From an optimization exercise on the open Yosys and OpenROAD flow, aimed at small area and a short achievable clock period; shortcuts taken in it are not production practice.
At most, simulation tests tie the RTL to the original design; equivalence was not proved.
No activity file was given, so power comes from the tool's default toggle rates.

## violet
==> module decode_alu, before the edit <==
module decode_alu (
	input [31:0] inst,
	input [31:0] rs1,
	input [31:0] rs2,
	output [31:0] a,
	output [31:0] b,
	output [31:0] d,
	output [12:0] ctl
);
	wire [6:0] opc = inst[6:0];
	wire [2:0] f3 = inst[14:12];
	wire is_op    = opc == 7'b0110011;
	wire is_opimm = opc == 7'b0010011;
	wire is_lui   = opc == 7'b0110111;
	wire is_load  = opc == 7'b0000011;
	wire is_store = opc == 7'b0100011;
	wire is_br    = opc == 7'b1100011;
	wire is_alu   = is_op | is_opimm;
	wire is_sll   = is_alu & (f3 == 3'd1);
	wire is_sr    = is_alu & (f3 == 3'd5);
	wire is_slt   = is_alu & (f3[2:1] == 2'b01);
	wire do_sub   = is_op & (f3 == 3'd0) & inst[30];
	wire do_add   = (is_alu & (f3 == 3'd0)) | is_load | is_store | is_lui;
	wire i2 = inst[2], i4 = inst[4];
	wire rev = i4 & (f3 == 3'b001);                    
	wire shp = i4 & ~i2 & (f3[1:0] == 2'b01);          
	wire [4:0] shamt = inst[5] ? rs2[4:0] : inst[24:20];
	wire fill = inst[30] & f3[2] & rs1[31];
	wire [31:0] ar;
	genvar i;
	generate for (i = 0; i < 32; i = i + 1) begin : g_rev
		assign ar[i] = rs1[31 - i];
	end endgenerate
	wire [31:0] x0 = rev ? ar : rs1;
	wire [31:0] x1 = (shp & shamt[4]) ? {{16{fill}}, x0[31:16]} : x0;
	wire [31:0] x2 = (shp & shamt[3]) ? {{8{fill}}, x1[31:8]} : x1;
	assign a = x2 & {32{~i2}};
	wire i5 = inst[5], i6 = inst[6];
	wire sub_s = (i5 & i4 & ~i2 & (f3 == 3'd0) & inst[30]) |    
	             (i4 & ~i2 & (f3[2:1] == 2'b01)) |              
	             (i6 & f3[2]);                                  
	wire [31:0] iimm = {{20{inst[31]}}, inst[31:20]};
	wire [31:0] simm = {{20{inst[31]}}, inst[31:25], inst[11:7]};
	wire [31:0] uimm = {inst[31:12], 12'b0};
	wire [31:0] bsel = ~i5 ? iimm : i2 ? uimm : (i4 | i6) ? rs2 : simm;
	assign b = bsel ^ {32{sub_s}};
	assign d = {rs2[31:16] & {16{f3 == 3'd2}}, rs2[15:8] & {8{f3 == 3'd1 || f3 == 3'd2}},
	            rs2[7:0] & {8{f3[2] == 1'b0 && f3[1:0] != 2'b11}}};
	wire is_xor = is_alu & (f3 == 3'd4);
	wire is_or  = is_alu & (f3 == 3'd6);
	wire is_and = is_alu & (f3 == 3'd7);
	wire br_x = is_br & (f3[2:1] == 2'b00);
	wire kp = do_add | is_xor | is_or | br_x;
	wire kg = is_or | is_and;
	wire en_lt = is_slt | (is_br & f3[2]);
	wire uns = is_br ? f3[1] : f3[0];
	wire ten = is_br & (f3[2:1] != 2'b01);
	wire inv = f3[0];
	wire arith = inst[30];
	wire [1:0] wk = ~is_store ? 2'd0 : (f3 == 3'd0) ? 2'd1 : (f3 == 3'd1) ? 2'd2 : (f3 == 3'd2) ? 2'd3 : 2'd0;
	assign ctl = {wk, arith, is_sr, is_sll, inv, ten, uns, en_lt, do_add, kg, kp, sub_s};
endmodule
export LEC_CHECK = 0
export CAP_MARGIN = 20
export CORE_MARGIN = 2
export CORE_UTILIZATION = 55
export CTS_CLUSTER_DIAMETER = 80
export CTS_CLUSTER_SIZE = 30
export SETUP_SLACK_MARGIN = 2.5
export SLEW_MARGIN = 20
create_clock -name core_clock -period 5.5 [get_ports {clk}]
standard.sh (not shown) runs the stock make flow with config.mk's settings and CLKGATE_MAP_FILE= SYNTH_SCRIPT=/design/flow/synth_recipe.tcl, a recipe that flattens the netlist after the stock synthesis.
==> flow/flow/run.sh <==
#!/bin/bash
# Own layout flow: the standard layout (standard.sh, standard synthesis
# unchanged), except that buffer_ports gives every port a buf_1 buffer.
# make's full output goes to standard.log; each ORFS step logs under orfs/logs/.
set -euo pipefail
export BUFFER_PORTS_ARGS="-buffer_cell sky130_fd_sc_hd__buf_1"
bash standard.sh > standard.log 2>&1
In summary, violet completed successfully, with a layout that passed the timing, design-rule and antenna checks.
#### Input delta (willow over violet)
--- a/flow/design.v
+++ b/flow/design.v
@@ -20,8 +20,9 @@
 	wire is_sr    = is_alu & (f3 == 3'd5);
 	wire is_slt   = is_alu & (f3[2:1] == 2'b01);
 	wire do_sub   = is_op & (f3 == 3'd0) & inst[30];
 	wire do_add   = (is_alu & (f3 == 3'd0)) | is_load | is_store | is_lui;
+	wire sub = do_sub | is_slt | (is_br & f3[2]);
 	wire i2 = inst[2], i4 = inst[4];
 	wire rev = i4 & (f3 == 3'b001);                    
 	wire shp = i4 & ~i2 & (f3[1:0] == 2'b01);          
 	wire [4:0] shamt = inst[5] ? rs2[4:0] : inst[24:20];
@@ -34,17 +35,14 @@
 	wire [31:0] x0 = rev ? ar : rs1;
 	wire [31:0] x1 = (shp & shamt[4]) ? {{16{fill}}, x0[31:16]} : x0;
 	wire [31:0] x2 = (shp & shamt[3]) ? {{8{fill}}, x1[31:8]} : x1;
 	assign a = x2 & {32{~i2}};
-	wire i5 = inst[5], i6 = inst[6];
-	wire sub_s = (i5 & i4 & ~i2 & (f3 == 3'd0) & inst[30]) |    
-	             (i4 & ~i2 & (f3[2:1] == 2'b01)) |              
-	             (i6 & f3[2]);                                  
 	wire [31:0] iimm = {{20{inst[31]}}, inst[31:20]};
 	wire [31:0] simm = {{20{inst[31]}}, inst[31:25], inst[11:7]};
-	wire [31:0] uimm = {inst[31:12], 12'b0};
-	wire [31:0] bsel = ~i5 ? iimm : i2 ? uimm : (i4 | i6) ? rs2 : simm;
-	assign b = bsel ^ {32{sub_s}};
+	wire [31:0] bsel = is_lui ? {inst[31:12], 12'b0} :
+	                   is_store ? simm :
+	                   (is_opimm | is_load) ? iimm : rs2;
+	assign b = bsel ^ {32{sub}};
 	assign d = {rs2[31:16] & {16{f3 == 3'd2}}, rs2[15:8] & {8{f3 == 3'd1 || f3 == 3'd2}},
 	            rs2[7:0] & {8{f3[2] == 1'b0 && f3[1:0] != 2'b11}}};
 	wire is_xor = is_alu & (f3 == 3'd4);
 	wire is_or  = is_alu & (f3 == 3'd6);
@@ -57,9 +55,9 @@
 	wire ten = is_br & (f3[2:1] != 2'b01);
 	wire inv = f3[0];
 	wire arith = inst[30];
 	wire [1:0] wk = ~is_store ? 2'd0 : (f3 == 3'd0) ? 2'd1 : (f3 == 3'd1) ? 2'd2 : (f3 == 3'd2) ? 2'd3 : 2'd0;
-	assign ctl = {wk, arith, is_sr, is_sll, inv, ten, uns, en_lt, do_add, kg, kp, sub_s};
+	assign ctl = {wk, arith, is_sr, is_sll, inv, ten, uns, en_lt, do_add, kg, kp, sub};
 endmodule
 module alu (
 	input [31:0] a,
 	input [31:0] b,
==> comparison <==
b1[0] as the timing startpoint of the critical path was reported by violet, and result[0] by willow. Compared with violet, in willow shortest clock period the worst path allows after layout shrank by 0.018 ns; relative area of non-clock buffer cells in the final design held steady. Taking violet as 1.0, willow lands at 0.939 on total power. willow against violet: post-layout worst setup margin +0.018 ns, wire length of the first global-routing pass ~0 delta.
For willow, only the layout was checked, not whether the RTL still works.

* * *

The RTL this note starts from:
==> flow/design.v <==
module decode_alu (
	input [31:0] inst,
	input [31:0] rs1,
	input [31:0] rs2,
	output [31:0] a,
	output [31:0] b,
	output [31:0] d,
	output [12:0] ctl
);
	wire [6:0] opc = inst[6:0];
	wire [2:0] f3 = inst[14:12];
	wire is_op    = opc == 7'b0110011;
	wire is_opimm = opc == 7'b0010011;
	wire is_lui   = opc == 7'b0110111;
	wire is_load  = opc == 7'b0000011;
	wire is_store = opc == 7'b0100011;
	wire is_br    = opc == 7'b1100011;
	wire is_alu   = is_op | is_opimm;
	wire is_sll   = is_alu & (f3 == 3'd1);
	wire is_sr    = is_alu & (f3 == 3'd5);
	wire is_slt   = is_alu & (f3[2:1] == 2'b01);
	wire do_sub   = is_op & (f3 == 3'd0) & inst[30];
	wire do_add   = (is_alu & (f3 == 3'd0)) | is_load | is_store | is_lui;
	wire sub = do_sub | is_slt | (is_br & f3[2]);
	wire [31:0] ar;
	genvar i;
	generate for (i = 0; i < 32; i = i + 1) begin : g_rev
		assign ar[i] = rs1[31 - i];
	end endgenerate
	assign a = is_sll ? ar : (rs1 & {32{~is_lui}});
	wire [31:0] iimm = {{20{inst[31]}}, inst[31:20]};
	wire [31:0] simm = {{20{inst[31]}}, inst[31:25], inst[11:7]};
	wire [31:0] bsel = is_lui ? {inst[31:12], 12'b0} :
	                   is_store ? simm :
	                   (is_opimm | is_load) ? iimm : rs2;
	assign b = bsel ^ {32{sub}};
	assign d = {rs2[31:16] & {16{f3 == 3'd2}}, rs2[15:8] & {8{f3 == 3'd1 || f3 == 3'd2}},
	            rs2[7:0] & {8{f3[2] == 1'b0 && f3[1:0] != 2'b11}}};
	wire is_xor = is_alu & (f3 == 3'd4);
	wire is_or  = is_alu & (f3 == 3'd6);
	wire is_and = is_alu & (f3 == 3'd7);
	wire br_x = is_br & (f3[2:1] == 2'b00);
	wire kp = do_add | is_xor | is_or | br_x;
	wire kg = is_or | is_and;
	wire en_lt = is_slt | (is_br & f3[2]);
	wire uns = is_br ? f3[1] : f3[0];
	wire ten = is_br & (f3[2:1] != 2'b01);
	wire inv = f3[0];
	wire arith = inst[30];
	wire [1:0] wk = ~is_store ? 2'd0 : (f3 == 3'd0) ? 2'd1 : (f3 == 3'd1) ? 2'd2 : (f3 == 3'd2) ? 2'd3 : 2'd0;
	assign ctl = {wk, arith, is_sr, is_sll, inv, ten, uns, en_lt, do_add, kg, kp, sub};
endmodule
module alu (
	input [31:0] a,
	input [31:0] b,
	input [10:0] ctl,
	output [31:0] alu_out,
	output taken
);
	wire sub = ctl[0];
	wire kp = ctl[1];
	wire kg = ctl[2];
	wire ce = ctl[3];
	wire en_lt = ctl[4];
	wire uns = ctl[5];
	wire ten = ctl[6];
	wire inv = ctl[7];
	wire kl = ctl[8];
	wire kr = ctl[9];
	wire arith = ctl[10];
	wire [31:0] p = a ^ b;
	wire [31:0] g = a & b;
	wire [32:0] c;
	prefix_carry #(.W(32)) pc0 (.p(p), .g(g), .ci(sub), .c(c));
	wire ltu = ~c[32];
	wire lt = uns ? ltu : (ltu ^ a[31] ^ ~b[31]);
	wire eq = ~|p;
	wire fill = arith & kr & a[31];
	wire [31:0] sr = $signed({fill, a}) >>> b[4:0];
	wire [31:0] sh;
	genvar i;
	generate for (i = 0; i < 32; i = i + 1) begin : g_sh
		assign sh[i] = (sr[i] & kr) | (sr[31 - i] & kl);
	end endgenerate
	wire [31:0] l = (p & {32{kp}}) | (g & {32{kg}});
	wire [31:0] r = (l ^ (c[31:0] & {32{ce}})) | sh;
	assign alu_out = {r[31:1], r[0] | (lt & en_lt)};
	assign taken = ten & ((en_lt ? lt : eq) ^ inv);
endmodule
module prefix_carry #(parameter W = 32) (
	input [W-1:0] p,
	input [W-1:0] g,
	input ci,
	output [W:0] c
);
	localparam L = $clog2(W);
	wire [W-1:0] gg [0:L];
	wire [W-1:0] pp [0:L];
	assign gg[0] = {g[W-1:1], g[0] | (p[0] & ci)};
	assign pp[0] = {p[W-1:1], 1'b0};
	genvar l, i;
	generate for (l = 0; l < L; l = l + 1) begin : g_lev
		for (i = 0; i < W; i = i + 1) begin : g_bit
			if ((i >> l) & 1) begin : g_op
				localparam integer J = ((i >> l) << l) - 1;
				assign gg[l+1][i] = gg[l][i] | (pp[l][i] & gg[l][J]);
				assign pp[l+1][i] = pp[l][i] & pp[l][J];
			end else begin : g_pass
				assign gg[l+1][i] = gg[l][i];
				assign pp[l+1][i] = pp[l][i];
			end
		end
	end endgenerate
	assign c = {gg[L], ci};
endmodule
module branch_gen (
	input [31:0] inst,
	input [31:0] pc,
	output [33:0] branch_lo      
);
	wire [11:0] bimm = {inst[31], inst[7], inst[30:25], inst[11:8]};
	wire [12:0] lo = {1'b0, pc[12:1]} + {1'b0, bimm};
	assign branch_lo = {bimm[11], lo[12], pc[31:13], lo[11:0], pc[0]};
endmodule
module branch_hi (
	input [33:0] branch_lo,
	output [31:0] branch_target
);
	wire sg = branch_lo[33];
	wire cy = branch_lo[32];
	wire [18:0] hi = branch_lo[31:13];
	wire [18:0] inc, dec;
	genvar i;
	generate for (i = 0; i < 19; i = i + 1) begin : g_id
		if (i == 0) begin : g0
			assign inc[i] = ~hi[i];
			assign dec[i] = ~hi[i];
		end else begin : gn
			assign inc[i] = hi[i] ^ (&hi[i-1:0]);
			assign dec[i] = hi[i] ^ ~(|hi[i-1:0]);
		end
	end endgenerate
	wire [18:0] hi_t = (cy == sg) ? hi : (cy ? inc : dec);
	assign branch_target = {hi_t, branch_lo[12:0]};
endmodule
module store_format (
	input [31:0] d,
	input [1:0] kind,       
	input [1:0] lane,
	output [31:0] write_data,
	output [3:0] write_mask
);
	assign write_data = d << {lane, 3'b000};
	wire [3:0] m = kind == 2'd1 ? 4'b0001 : kind == 2'd2 ? 4'b0011 : kind == 2'd3 ? 4'b1111 : 4'b0000;
	assign write_mask = kind == 2'd3 ? 4'b1111 : m << lane;
endmodule
module chronos_ex (
	input clk,
	input rst,               
	input in_valid,
	input [31:0] inst,
	input [31:0] pc,
	input [31:0] rs1_data,
	input [31:0] rs2_data,
	output reg out_valid,
	output reg [31:0] result,
	output reg br_taken,
	output reg [31:0] br_target,
	output [31:0] mem_wdata,
	output [3:0] mem_wmask
);
	wire [31:0] a_id, b_id, d_id;
	wire [12:0] ctl_id;
	decode_alu dec (
		.inst(inst), .rs1(rs1_data), .rs2(rs2_data),
		.a(a_id), .b(b_id), .d(d_id), .ctl(ctl_id));
	wire [33:0] tgt_id;
	branch_gen bgen (.inst(inst), .pc(pc), .branch_lo(tgt_id));
	reg v1;
	reg [31:0] a1, b1, d1;
	reg [33:0] tgt1;
	reg [12:0] ctl1;
	always @(posedge clk) begin
		v1 <= rst & in_valid;
		a1 <= a_id;
		b1 <= b_id;
		d1 <= d_id;
		tgt1 <= tgt_id;
		ctl1 <= ctl_id;
	end
	wire [31:0] alu_out;
	wire taken;
	alu _alu (.a(a1), .b(b1), .ctl(ctl1[10:0]), .alu_out(alu_out), .taken(taken));
	wire [31:0] tgt2;
	branch_hi bhi (.branch_lo(tgt1), .branch_target(tgt2));
	reg [31:0] d_q;
	reg [1:0] sk_q;
	always @(posedge clk) begin
		out_valid <= rst & v1;
		result <= alu_out;
		br_taken <= taken;
		br_target <= tgt2;
		d_q <= d1;
		sk_q <= ctl1[12:11];
	end
	store_format sf (.d(d_q), .kind(sk_q), .lane(result[1:0]),
		.write_data(mem_wdata), .write_mask(mem_wmask));
endmodule
==> flow/config.mk <==
export PLATFORM = sky130hd
export DESIGN_NAME = chronos_ex
export DESIGN_NICKNAME = chronos_ex
export VERILOG_FILES = /design/flow/design.v
export SDC_FILE = /design/flow/constraint.sdc
export NUM_CORES = 4
export LEC_CHECK = 0
export CAP_MARGIN = 20
export CORE_MARGIN = 2
export CORE_UTILIZATION = 55
export CTS_CLUSTER_DIAMETER = 80
export CTS_CLUSTER_SIZE = 30
export SETUP_SLACK_MARGIN = 2.5
export SLEW_MARGIN = 20
==> flow/constraint.sdc <==
create_clock -name core_clock -period 5.5 [get_ports {clk}]
set_input_delay 1.1000 -clock core_clock [delete_from_list [all_inputs] [get_ports {clk}]]
set_output_delay 1.1000 -clock core_clock [all_outputs]
set_load 0.01 [all_outputs]
Scripts as last shown in full above: flow/flow/run.sh
Then changed:
--- a/flow/design.v
+++ b/flow/design.v
@@ -94,5 +94,5 @@
 	output [W:0] c
 );
-	localparam L = $clog2(W);
+	localparam L = (W > 16) ? 5 : (W > 8) ? 4 : (W > 4) ? 3 : (W > 2) ? 2 : 1;
 	wire [W-1:0] gg [0:L];
 	wire [W-1:0] pp [0:L];
Effect: Via count is unchanged. Worst setup slack does not change. Sequential power hardly moves. Clock power stays flat. Total power is unchanged. Maximum frequency is unchanged. Wire length is unchanged. Final cell count stays the same.
No functional check of the RTL was part of the first run of this note.

[port drivers added, routing unchanged]
In the flow no input, the clock included, has a driving cell. The finished layouts below were timed again as built, in two steps. Step 1, drivers: a clkbuf_16 drives clk and a buf_2 each remaining input, both assumed. Step 2 adds t to the input delays and takes it off the output delays; t is the mean of the earliest and latest rising clock arrival at the registers after step 1. Input paths then give back, and output paths get back, about the clock's delay inside the block. Three values: ideal, step 1, step 2; two values: the first two.
run | t, ns | slack for setup (ns) | worst hold slack (ns) | worst setup path after step 2 | cell pins on the clock port's net
violet | 0.528 | 2.573 / 2.549 / 2.179 | 0.333 / 0.333 / 0.333 | input to register | 1
willow | 0.542 | 2.591 / 2.541 / 2.069 | 0.302 / 0.302 / 0.302 | input to register | 1
the first run of note 2 | 0.522 | 2.592 / 2.543 / 2.150 | 0.334 / 0.334 / 0.334 | input to register | 1
the second run of note 2 | 0.522 | 2.592 / 2.543 / 2.150 | 0.334 / 0.334 / 0.334 | input to register | 1
After both steps setup and hold are still met in every run listed. For willow, which loses most, drivers alone change the setup slack by -0.050 ns; drivers and shift together by -0.522 ns.
